Background: an optimization exercise with open tools, aiming at small area. Do not read the settings as production practice. In this exercise RTL edits were held to simulation tests only and were not proved equivalent to the original. Power figures rest on the tool's default switching activity, not on a simulated workload.

--- design/flow/flow/run.sh ---
#!/bin/bash
# Own layout flow: the standard flow (standard.sh) with three changes:
#  1. after the standard synthesis (kept as is: registers, their names and
#     cells untouched), the combinational logic between the registers is
#     re-mapped by ABC with area-oriented scripts (flow/r*.abc); the smallest
#     result is kept;
#  2. ports are buffered with the smallest buffer (buf_1);
#  3. clock tree synthesis without dummy loads, with small clock buffers.
# Each tool's output goes to a log file of its own in the work folder.
set -euo pipefail
W=$(pwd)
R=$W/orfs/results/${FLOW_PLATFORM:-sky130hd}/top_stopwatch/base
LIB=$FLOW_HOME/platforms/sky130hd/lib/sky130_fd_sc_hd__tt_025C_1v80.lib
source $W/flow/knobs.sh

bash standard.sh synth > $W/log_1_standard_synth.log 2>&1

# cell functions of the combinational cells (sequential cells stay black boxes)
yosys -q -p "read_liberty -ignore_miss_func $LIB; write_verilog -noattr $W/cells_all.v" > $W/log_2_cells.log 2>&1
awk '/^module /{buf=""; keep=1} {buf=buf $0 "\n"} /always|reg /{keep=0} /^endmodule/{if(keep) printf "%s\n", buf; buf=""}' \
  $W/cells_all.v > $W/cells_comb.v
DU=$(sed -n '/DONT_USE_CELLS += /,/^#/p' $FLOW_HOME/platforms/sky130hd/config.mk | grep -o "sky130_fd_sc_hd__[a-z0-9_]*" | sed 's/^/-dont_use /' | tr '\n' ' ')
cp $R/1_2_yosys.v $W/synth_standard.v
best=""; best_area=""
for s in $W/flow/r*.abc; do
  n=$(basename $s .abc)
  cp $s $W/remap_$n.abc
  yosys -p "read_liberty -lib $LIB; read_verilog -overwrite $W/cells_comb.v; read_verilog $W/synth_standard.v; \
    hierarchy -top $FLOW_TOP; flatten; proc; techmap; opt -fast -purge; \
    abc -liberty $LIB $DU -script $W/remap_$n.abc; opt_clean -purge; \
    hilomap -singleton -hicell sky130_fd_sc_hd__conb_1 HI -locell sky130_fd_sc_hd__conb_1 LO; \
    splitnets; opt_clean -purge; stat -liberty $LIB; write_verilog -noattr -nohex -nodec $W/synth_remap_$n.v" \
    > $W/log_3_remap_$n.log 2>&1 || continue
  a=$(grep "Chip area" $W/log_3_remap_$n.log | tail -1 | awk '{print $NF}')
  echo "$n $a" >> $W/remap_areas.txt
  if [[ -z "$best" ]] || awk -v a="$a" -v b="$best_area" 'BEGIN{exit !(a<b)}'; then best=$n; best_area=$a; fi
done
echo "chosen $best $best_area" >> $W/remap_areas.txt
cp $W/synth_remap_$best.v $R/1_2_yosys.v
rm -f $R/1_synth.odb $R/1_synth.sdc

bash standard.sh > $W/log_4_standard_rest.log 2>&1
--- design/flow/flow/knobs.sh ---
export BUFFER_PORTS_ARGS="-buffer_cell sky130_fd_sc_hd__buf_1"
export CTS_ARGS="-sink_clustering_enable -repair_clock_nets -buf_list sky130_fd_sc_hd__clkbuf_2 -root_buf sky130_fd_sc_hd__clkbuf_4 -dont_use_dummy_load"
--- design/flow/flow/r1.abc ---
strash; dc2; balance -l; resub -K 6 -l; rewrite -l; resub -K 6 -N 2 -l; refactor -l; resub -K 8 -l; balance -l; resub -K 8 -N 2 -l; rewrite -l; resub -K 10 -l; rewrite -z -l; resub -K 10 -N 2 -l; balance -l; resub -K 12 -l; refactor -z -l; resub -K 12 -N 2 -l; rewrite -z -l; balance -l; dc2; balance -l; resub -K 6 -l; rewrite -l; resub -K 6 -N 2 -l; refactor -l; resub -K 8 -l; balance -l; resub -K 8 -N 2 -l; rewrite -l; resub -K 10 -l; rewrite -z -l; resub -K 10 -N 2 -l; balance -l; resub -K 12 -l; refactor -z -l; resub -K 12 -N 2 -l; rewrite -z -l; balance -l; strash; &get -n; &dch -f; &nf -R 1000; &put; strash; dc2; balance -l; resub -K 6 -l; rewrite -l; resub -K 6 -N 2 -l; refactor -l; resub -K 8 -l; balance -l; resub -K 8 -N 2 -l; rewrite -l; resub -K 10 -l; rewrite -z -l; resub -K 10 -N 2 -l; balance -l; resub -K 12 -l; refactor -z -l; resub -K 12 -N 2 -l; rewrite -z -l; balance -l; &get -n; &dch -f; &nf -R 1000; &put
--- design/flow/flow/r2.abc ---
strash; dc2; balance -l; resub -K 6 -l; rewrite -l; resub -K 6 -N 2 -l; refactor -l; resub -K 8 -l; balance -l; resub -K 8 -N 2 -l; rewrite -l; resub -K 10 -l; rewrite -z -l; resub -K 10 -N 2 -l; balance -l; resub -K 12 -l; refactor -z -l; resub -K 12 -N 2 -l; rewrite -z -l; balance -l; dc2; balance -l; resub -K 6 -l; rewrite -l; resub -K 6 -N 2 -l; refactor -l; resub -K 8 -l; balance -l; resub -K 8 -N 2 -l; rewrite -l; resub -K 10 -l; rewrite -z -l; resub -K 10 -N 2 -l; balance -l; resub -K 12 -l; refactor -z -l; resub -K 12 -N 2 -l; rewrite -z -l; balance -l; dc2; balance -l; resub -K 6 -l; rewrite -l; resub -K 6 -N 2 -l; refactor -l; resub -K 8 -l; balance -l; resub -K 8 -N 2 -l; rewrite -l; resub -K 10 -l; rewrite -z -l; resub -K 10 -N 2 -l; balance -l; resub -K 12 -l; refactor -z -l; resub -K 12 -N 2 -l; rewrite -z -l; balance -l; strash; &get -n; &dch -f; &nf -R 1000; &put; strash; dc2; balance -l; resub -K 6 -l; rewrite -l; resub -K 6 -N 2 -l; refactor -l; resub -K 8 -l; balance -l; resub -K 8 -N 2 -l; rewrite -l; resub -K 10 -l; rewrite -z -l; resub -K 10 -N 2 -l; balance -l; resub -K 12 -l; refactor -z -l; resub -K 12 -N 2 -l; rewrite -z -l; balance -l; &get -n; &dch -f; &nf -R 1000; &put; strash; dc2; balance -l; resub -K 6 -l; rewrite -l; resub -K 6 -N 2 -l; refactor -l; resub -K 8 -l; balance -l; resub -K 8 -N 2 -l; rewrite -l; resub -K 10 -l; rewrite -z -l; resub -K 10 -N 2 -l; balance -l; resub -K 12 -l; refactor -z -l; resub -K 12 -N 2 -l; rewrite -z -l; balance -l; &get -n; &dch -f; &nf -R 1000; &put; strash; dc2; balance -l; resub -K 6 -l; rewrite -l; resub -K 6 -N 2 -l; refactor -l; resub -K 8 -l; balance -l; resub -K 8 -N 2 -l; rewrite -l; resub -K 10 -l; rewrite -z -l; resub -K 10 -N 2 -l; balance -l; resub -K 12 -l; refactor -z -l; resub -K 12 -N 2 -l; rewrite -z -l; balance -l; &get -n; &dch -f; &nf -R 1000; &put
--- design/flow/flow/r3.abc ---
strash; ifraig; dc2; balance -l; resub -K 6 -l; rewrite -l; resub -K 6 -N 2 -l; refactor -l; resub -K 8 -l; balance -l; resub -K 8 -N 2 -l; rewrite -l; resub -K 10 -l; rewrite -z -l; resub -K 10 -N 2 -l; balance -l; resub -K 12 -l; refactor -z -l; resub -K 12 -N 2 -l; rewrite -z -l; balance -l; dc2; balance -l; resub -K 6 -l; rewrite -l; resub -K 6 -N 2 -l; refactor -l; resub -K 8 -l; balance -l; resub -K 8 -N 2 -l; rewrite -l; resub -K 10 -l; rewrite -z -l; resub -K 10 -N 2 -l; balance -l; resub -K 12 -l; refactor -z -l; resub -K 12 -N 2 -l; rewrite -z -l; balance -l; strash; &get -n; &dch -f; &nf -R 1000; &put; strash; ifraig; dc2; balance -l; resub -K 6 -l; rewrite -l; resub -K 6 -N 2 -l; refactor -l; resub -K 8 -l; balance -l; resub -K 8 -N 2 -l; rewrite -l; resub -K 10 -l; rewrite -z -l; resub -K 10 -N 2 -l; balance -l; resub -K 12 -l; refactor -z -l; resub -K 12 -N 2 -l; rewrite -z -l; balance -l; &get -n; &dch -f; &nf -R 1000; &put
--- design/flow/flow/r4.abc ---
strash; &get -n; &fraig -x; &put; balance -l; resub -K 6 -l; rewrite -l; resub -K 6 -N 2 -l; refactor -l; resub -K 8 -l; balance -l; resub -K 8 -N 2 -l; rewrite -l; resub -K 10 -l; rewrite -z -l; resub -K 10 -N 2 -l; balance -l; resub -K 12 -l; refactor -z -l; resub -K 12 -N 2 -l; rewrite -z -l; balance -l; balance -l; resub -K 6 -l; rewrite -l; resub -K 6 -N 2 -l; refactor -l; resub -K 8 -l; balance -l; resub -K 8 -N 2 -l; rewrite -l; resub -K 10 -l; rewrite -z -l; resub -K 10 -N 2 -l; balance -l; resub -K 12 -l; refactor -z -l; resub -K 12 -N 2 -l; rewrite -z -l; balance -l; strash; &get -n; &dch -f; &nf -R 1000; &put; strash; balance -l; resub -K 6 -l; rewrite -l; resub -K 6 -N 2 -l; refactor -l; resub -K 8 -l; balance -l; resub -K 8 -N 2 -l; rewrite -l; resub -K 10 -l; rewrite -z -l; resub -K 10 -N 2 -l; balance -l; resub -K 12 -l; refactor -z -l; resub -K 12 -N 2 -l; rewrite -z -l; balance -l; &get -n; &dch -f; &nf -R 1000; &put; strash; balance -l; resub -K 6 -l; rewrite -l; resub -K 6 -N 2 -l; refactor -l; resub -K 8 -l; balance -l; resub -K 8 -N 2 -l; rewrite -l; resub -K 10 -l; rewrite -z -l; resub -K 10 -N 2 -l; balance -l; resub -K 12 -l; refactor -z -l; resub -K 12 -N 2 -l; rewrite -z -l; balance -l; &get -n; &dch -f; &nf -R 1000; &put; strash; balance -l; resub -K 6 -l; rewrite -l; resub -K 6 -N 2 -l; refactor -l; resub -K 8 -l; balance -l; resub -K 8 -N 2 -l; rewrite -l; resub -K 10 -l; rewrite -z -l; resub -K 10 -N 2 -l; balance -l; resub -K 12 -l; refactor -z -l; resub -K 12 -N 2 -l; rewrite -z -l; balance -l; &get -n; &dch -f; &nf -R 1000; &put
--- design/flow/standard.sh ---
#!/bin/bash
# synth_recipe.tcl (not shown) runs the flow's synth.tcl, then flattens the netlist and writes it again
# the make line also repeats each setting of config.mk as NAME=value (left out here)
make -C /OpenROAD-flow-scripts/flow DESIGN_CONFIG=/design/flow/config.mk WORK_HOME=/design/flow/orfs CLKGATE_MAP_FILE= SYNTH_SCRIPT=/design/flow/synth_recipe.tcl "${@:-finish}"
--- design/flow/config.mk ---
export PLATFORM = sky130hd
export DESIGN_NAME = top_stopwatch
export DESIGN_NICKNAME = top_stopwatch
export VERILOG_FILES = /design/flow/design.v
export SDC_FILE = /design/flow/constraint.sdc
export NUM_CORES = 4
export LEC_CHECK = 0
export ABC_AREA = 1
export CAP_MARGIN = 0
export CORE_MARGIN = 2
export CORE_UTILIZATION = 40
export GPL_TIMING_DRIVEN = 0
export SLEW_MARGIN = 0
--- design/flow/constraint.sdc ---
create_clock -name core_clock -period 10.0 [get_ports {clk_100mhz}]
set_input_delay 2.0000 -clock core_clock [delete_from_list [all_inputs] [get_ports {clk_100mhz}]]
set_output_delay 2.0000 -clock core_clock [all_outputs]
set_load 0.01 [all_outputs]
--- design/flow/design.v ---
module top_stopwatch(
  input wire clk_100mhz,
  input wire rst,
  input wire btn_reset_raw,
  input wire btn_pause_raw,
  input wire sw_adj_raw,
  input wire sw_sel_raw,
  output wire [6:0] seg,
  output wire [3:0] an,
  output wire dp,
  output wire [3:0] led
);
  localparam [5:0] F_R = 6'b011011, F_S1 = 6'b001001, F_S2 = 6'b101101,
                   F_S48 = 6'b001110, F_S49 = 6'b100010, F_J = 6'b111011;
  localparam [6:0] L_R = 7'b0001001, L_S99 = 7'b0011011, L_J = 7'b1001001;
  localparam [11:0] B_R = 12'b011110100011, B_J = 12'b111110100011;
  reg [5:0] f;
  reg [6:0] l;
  reg h;
  reg [11:0] b;
  wire tick_fast = (f == F_J);
  wire upd       = ~f[5] & ~f[4] & f[2] & f[1];  
  wire late      = (f[5] & ~f[3] & ~f[2] & f[1] & ~f[0]) | tick_fast;  
  wire f1        = ~f[5] & ~f[4] & f[3] & ~f[2] & ~f[1];  
  wire f2        = (f == F_S2);
  wire l99       = (l == L_S99);
  wire tick_2hz  = tick_fast & l99;
  wire tick_1hz  = tick_2hz & h;
  wire tick_blink = &{b[11:7], ~b[6], b[5], ~b[4], ~b[3], b[0]};  
  wire after_2hz = f1 & (l == L_J);
  wire after_1hz = after_2hz & ~h;
  always @(posedge clk_100mhz) begin
    if (rst) begin
      f <= F_R; l <= L_R; h <= 1'b0; b <= B_R;
    end else begin
      f <= {~f[4:0], f[5] ^ f[0] ^ tick_fast};
      if (tick_fast) l <= {~l[5:0], l[6] ^ l[0] ^ (l == L_J)};
      if (tick_2hz) h <= ~h;
      b <= {~b[10:0], b[11] ^ b[2] ^ b[0] ^ tick_blink};
    end
  end
  localparam [3:0] C_S = 4'b1111;
  function [3:0] c_nxt;
    input [3:0] c;
    input x;
    begin
      c_nxt[0] = ~(c[0] & x);
      c_nxt[1] = ~x | (c[0] & ~c[1]) | (~c[0] & c[1]);
      c_nxt[2] = ~x | (~c[0] & c[2]) | (~c[1] & c[2]) | (c[0] & c[1] & ~c[2] & ~c[3]);
      c_nxt[3] = ~x | (~c[1] & c[3]) | (~c[0] & c[3]) | (c[0] & c[1] & c[2] & ~c[3]);
    end
  endfunction
  function is_jc;
    input [3:0] c;
    is_jc = c[3] & ~c[2] & c[1] & c[0];
  endfunction
  function is_10;
    input [3:0] c;
    is_10 = c[3] & c[1] & ~c[0];
  endfunction
  reg o_adj, o_sel, o_rst, o_pau;
  reg [3:0] c_adj, c_sel, c_rst, c_pau;
  wire x_adj = sw_adj_raw ^ o_adj, x_sel = sw_sel_raw ^ o_sel;
  wire x_rst = btn_reset_raw ^ o_rst, x_pau = btn_pause_raw ^ o_pau;
  wire [3:0] n_adj = c_nxt(c_adj, x_adj), n_sel = c_nxt(c_sel, x_sel);
  wire [3:0] n_rst = c_nxt(c_rst, x_rst), n_pau = c_nxt(c_pau, x_pau);
  always @(posedge clk_100mhz) begin
    if (rst) begin
      o_adj <= 1'b0; o_sel <= 1'b0; o_rst <= 1'b0; o_pau <= 1'b0;
      c_adj <= C_S; c_sel <= C_S; c_rst <= C_S; c_pau <= C_S;
    end else if (upd) begin
      c_adj <= n_adj; if (x_adj && is_10(c_adj)) o_adj <= ~o_adj;
      c_sel <= n_sel; if (x_sel && is_10(c_sel)) o_sel <= ~o_sel;
      c_rst <= n_rst; if (x_rst && is_10(c_rst)) o_rst <= ~o_rst;
      c_pau <= n_pau; if (x_pau && is_10(c_pau)) o_pau <= ~o_pau;
    end
  end
  wire jc_adj = is_jc(c_adj), jc_sel = is_jc(c_sel);
  wire jc_rst = is_jc(c_rst), jc_pau = is_jc(c_pau);
  wire sw_adj    = o_adj ^ (late & jc_adj);
  wire sw_sel    = o_sel ^ (late & jc_sel);
  wire btn_reset = o_rst ^ (late & jc_rst);
  wire sys_rst   = rst | btn_reset;
  wire adj_before = o_adj ^ jc_adj;
  wire rst_before = o_rst ^ jc_rst;
  wire pause_tog = f2 & o_pau & ~o_rst & (jc_pau | jc_rst);
  reg m, s, p;
  always @(posedge clk_100mhz) begin
    if (sys_rst) begin
      m <= 1'b0; s <= 1'b0; p <= 1'b0;
    end else begin
      m <= sw_adj & (m | ~pause_tog);
      s <= sw_sel;
      if (~m & pause_tog) p <= ~p;
    end
  end
  wire use_2hz = m;
  wire sel_minutes = m & ~s;
  wire sel_seconds = m & s;
  wire is_run = ~m & ~p;
  wire count_enable = is_run & ~sw_adj;
  wire ok_before = f1 & ~rst_before;
  wire base_sec_ones = ok_before &
    (use_2hz ? (sel_seconds & after_2hz) : (is_run & ~adj_before & after_1hz));
  wire base_min_ones = ok_before & sel_minutes & after_2hz;
  reg [3:0] so, mo;
  reg [2:0] st, mt;
  wire c_so = base_sec_ones & (so == 4'd9);
  wire c_st = c_so & (st == 3'd5);
  wire en_mo = base_min_ones | (c_st & ~use_2hz);
  wire c_mo = en_mo & (mo == 4'd9);
  always @(posedge clk_100mhz) begin
    if (sys_rst) begin so <= 4'd0; st <= 3'd0; mo <= 4'd0; mt <= 3'd0; end
    else begin
      if (base_sec_ones) so <= (so == 4'd9) ? 4'd0 : so + 4'd1;
      if (c_so) st <= (st == 3'd5) ? 3'd0 : st + 3'd1;
      if (en_mo) mo <= (mo == 4'd9) ? 4'd0 : mo + 4'd1;
      if (c_mo) mt <= (mt == 3'd5) ? 3'd0 : mt + 3'd1;
    end
  end
  reg hb_1hz, hb_2hz, hb_blink;
  always @(posedge clk_100mhz) begin
    if (sys_rst) begin hb_1hz <= 1'b0; hb_2hz <= 1'b0; hb_blink <= 1'b0; end
    else begin
      if (tick_1hz) hb_1hz <= ~hb_1hz;
      if (tick_2hz) hb_2hz <= ~hb_2hz;
      if (tick_blink) hb_blink <= ~hb_blink;
    end
  end
  assign led = {~count_enable, hb_blink, hb_2hz, hb_1hz};
  reg [1:0] idx;
  always @(posedge clk_100mhz) begin
    if (sys_rst) idx <= 2'd0;
    else if (tick_fast) idx <= idx + 2'd1;
  end
  reg [3:0] bcd;
  always @(*) begin
    case (idx)
      2'd0: bcd = so;
      2'd1: bcd = {1'b0, st};
      2'd2: bcd = mo;
      default: bcd = {1'b0, mt};
    endcase
  end
  wire blank = m & ~hb_blink & (s ? ~idx[1] : idx[1]);
  reg [6:0] seg_n;
  always @(*) begin
    case (bcd)
      4'd0: seg_n = 7'b1000000;
      4'd1: seg_n = 7'b1111001;
      4'd2: seg_n = 7'b0100100;
      4'd3: seg_n = 7'b0110000;
      4'd4: seg_n = 7'b0011001;
      4'd5: seg_n = 7'b0010010;
      4'd6: seg_n = 7'b0000010;
      4'd7: seg_n = 7'b1111000;
      4'd8: seg_n = 7'b0000000;
      4'd9: seg_n = 7'b0010000;
      4'd10: seg_n = 7'b0100100;
      4'd11: seg_n = 7'b0110000;
      4'd12: seg_n = 7'b0011001;
      4'd13: seg_n = 7'b0010010;
      4'd14: seg_n = 7'b0000010;
      default: seg_n = 7'b1111000;
    endcase
  end
  assign seg = blank ? 7'b1111111 : seg_n;
  assign an = ~(4'b0001 << idx);
  assign dp = 1'b1;
endmodule
==> results.txt <==
state kept, by name (all words and copies together), names as in the netlist, 2 cells and up:
signal,cells
b,12
l,7
f,6
c_adj,4
c_pau,4
c_rst,4
c_sel,4
mo,4
so,4
mt,3
st,3
idx,2
report_power, final:
part	internal [uW]	total (uW)	switching, uW
Sequential	279	288	8.89
Combinational	12.2	29.9	17.6
Clock	41.8	123	81.7
Total	333	442	108
how the worst min path moves through the flow:
| stage | start | to | slack, ns | cells past startpoint |
|---|---|---|---|---|
| after detailed placement | b[1] | b[2] | 0.37 | 1 |
| after CTS | b[9] | b[10] | 0.38 | 1 |
| final | b[9] | b[10] | 0.38 | 1 |
| after floorplan | b[1] | b[2] | 0.36 | 1 |
| after global placement | b[1] | b[2] | 0.37 | 1 |
| after global routing | b[9] | b[10] | 0.39 | 1 |
critical path: stages, from the launching register on:
cell and delay, ns:
dfxtp_1 0.53, nor2_1 0.16, a221o_1 0.36, a31oi_1 0.34, nor2_1 0.10, a21boi_0 0.32
o21ai_0 0.14, buf_1 0.15
stage by stage:
step	hold slack, ns	area (sq um)	utilization, %
after floorplan	0.363	2800	-
final	0.377	3090	45.5
after detailed placement	0.371	3020	44.5
after CTS	0.382	3090	45.5
after global placement	0.369	3000	44.1
after global routing	0.393	3090	45.5
layout make-up:
type	count	area (sq um)
Inverter	9	33.8
Fill cell	693	3700
Tap cell	96	120
Clock buffer	9	67.6
Multi-Input combinational cell	254	1420
Timing Repair Buffer	21	87.6
Sequential cell	68	1360
cells in the final DEF (no fill, tap or decap), types with 3 or more instances in the layout:
master and instances:
nand4_1 3, nor3_1 15, a22oi_1 3, clkbuf_4 9, nor2_1 44, o21ai_0 17, clkinv_1 9, buf_1 19
nand3b_1 5, and3_1 4, nor3b_1 5, nor4_1 6, and2_0 4, nand2_1 44, a21oi_1 22, a211oi_1 6
dfxtp_1 68, xnor2_1 13, xor2_1 6, nand2b_1 17, nand3_1 12
layer usage:
layer / vias up / routed length (microns)
met4: 0 / 131
met1: 1062 / 2670
met5: - / 0
li1: 1234 / -
met3: 12 / 172
met2: 30 / 2410
==> results.py <==
metrics = {
    "global_route": {
        "grt_antenna_before_repair": 0,
        "grt_util_met3_pct": 3.77,
        "use_met2_pct": 22.8,
        "gr-total-overflow": 0,
        "use_met1_pct": 19.9,
        "track_usage_pct": 15.4,
        "busiest_layer": "met2",
        "grt_max_degree": 37,
        "first_global_vias": 2114,
        "grt_pass1_wl_mm": 9.20,
    },
    "worst_setup_path": {
        "crit_start": "idx[1]",
        "setup.worst_path.end_class": "primary output",
        "critical_path_peak_fanout": 10,
        "timing.rr.start": "l[2]",
        "start_kind": "flop",
        "reg2reg_depth": 13,
        "crit_end": "seg[5]",
        "crit_required_ns": 8.00,
        "arrival_ns": 2.53,
        "crit_type": "reg2out",
        "ff2ff_setup_slack_ns": 6.06,
        "reg2reg_to": "mt[2]",
    },
    "clock_network": {
        "cts_buffers": 9,
        "cts_max_level": 3,
        "clk_latency_ns": 0.42,
        "cts-root-buf": "clkbuf_4",
        "cts_buffer_depth": 2,
        "cts_tree": "done",
        "cts_setup_buffers": 0,
        "clock_sinks": 68,
        "cts.clk_slew.worst_paths_ns": 0.12,
        "cts_resized": 0,
        "postCtsHoldBufs": 0,
    },
    "cells_and_area": {
        "drive_gt1_share_pct": 3.32,
        "syn_to_final_growth_pct": 10.4,
        "finalNonFillerCells": 457,
        "antenna_cells": 0,
        "layout.nets": 369,
    },
    "pwr": {
        "power_per_cell_area_nw_per_um2": 143,
        "total_power_uw": 442,
        "ir_worst_vdd_uv": 56.1,
        "power_leakage_uw": 0.00112,
    },
    "timing": {
        "setup_ws_ns": 5.47,
        "finalSetupViolations": 0,
        "fin_crit_ns": 4.53,
        "rsz0062_at_grt": "no",
        "max_slew_margin_pct": 36.3,
        "fin_skew_ns": 0.0351,
        "timing.final.hold_violations": 0,
        "fmax_mhz": 221,
        "fin_setup_tns_ns": 0,
        "finalCritPeriodShare_pct": 45.3,
        "slew_violations": 0,
        "worst_slew_pin_slew_ns": 0.948,
    },
    "detailed_routing": {
        "drtAntennaViolNets": 0,
        "drt_iter0_markers": 89,
        "drc": 0,
        "vias": 2338,
        "routed_wirelength_mm": 5.39,
        "dr.pass1.iters": 4,
        "viasPerCell": 5.12,
        "routedWlPerCell_microns": 11.8,
    },
    "logic_synthesis": {
        "yosys_warnings": 1,
        "synthesis.area_sq_um": 2800,
        "syn_area_per_cell_sq_um": 8.46,
        "synth_fp_nets": 337,
        "synth_cells": 331,
    },
    "placement": {
        "placed_cells": 448,
        "dp_hpwl_mm": 3.81,
        "place.gp.congestion": 0.826,
        "dp_slack_ns": 5.68,
        "portBuffers": 20,
    },
    "floorplanning": {
        "die-area_sq_um": 7690,
        "coreArea_sq_um": 6790,
        "pin_count": 22,
        "initial_core_util_pct": 41.2,
        "fp.dieW_microns": 87.7,
        "die_h_microns": 87.7,
        "rows": 30,
    },
    "status": {
        "status": "finished clean",
    },
    "flow_run": {
        "cap_violations": 0,
    },
    "min_path": {
        "hp-class": "reg2reg",
    },
}

==> what the ideal ports hide <==
The results above use ideal ports. As a check the final layout listed here was re-extracted and re-timed, cells and wires unchanged.
Step 1: set_driving_cell puts a clkbuf_16 on clk_100mhz and a buf_2 on each other input, an assumption about the parent block.
Step 2 times the ports against the registers' clock, not the clock port: input delays grow and output delays shrink by t, the midpoint of the rising clock arrivals with the driver on.
Three values: ideal, step 1, step 2; two values: the first two.
shift t [ns]: 0.434
setup slack, ns: 5.472 / 5.443 / 5.877
clock arrival spread, ns: 0.035 / 0.035
After both steps setup and hold are still met in this run. The setup slack of this run moves by -0.029 ns with the drivers and by +0.405 ns with both steps.
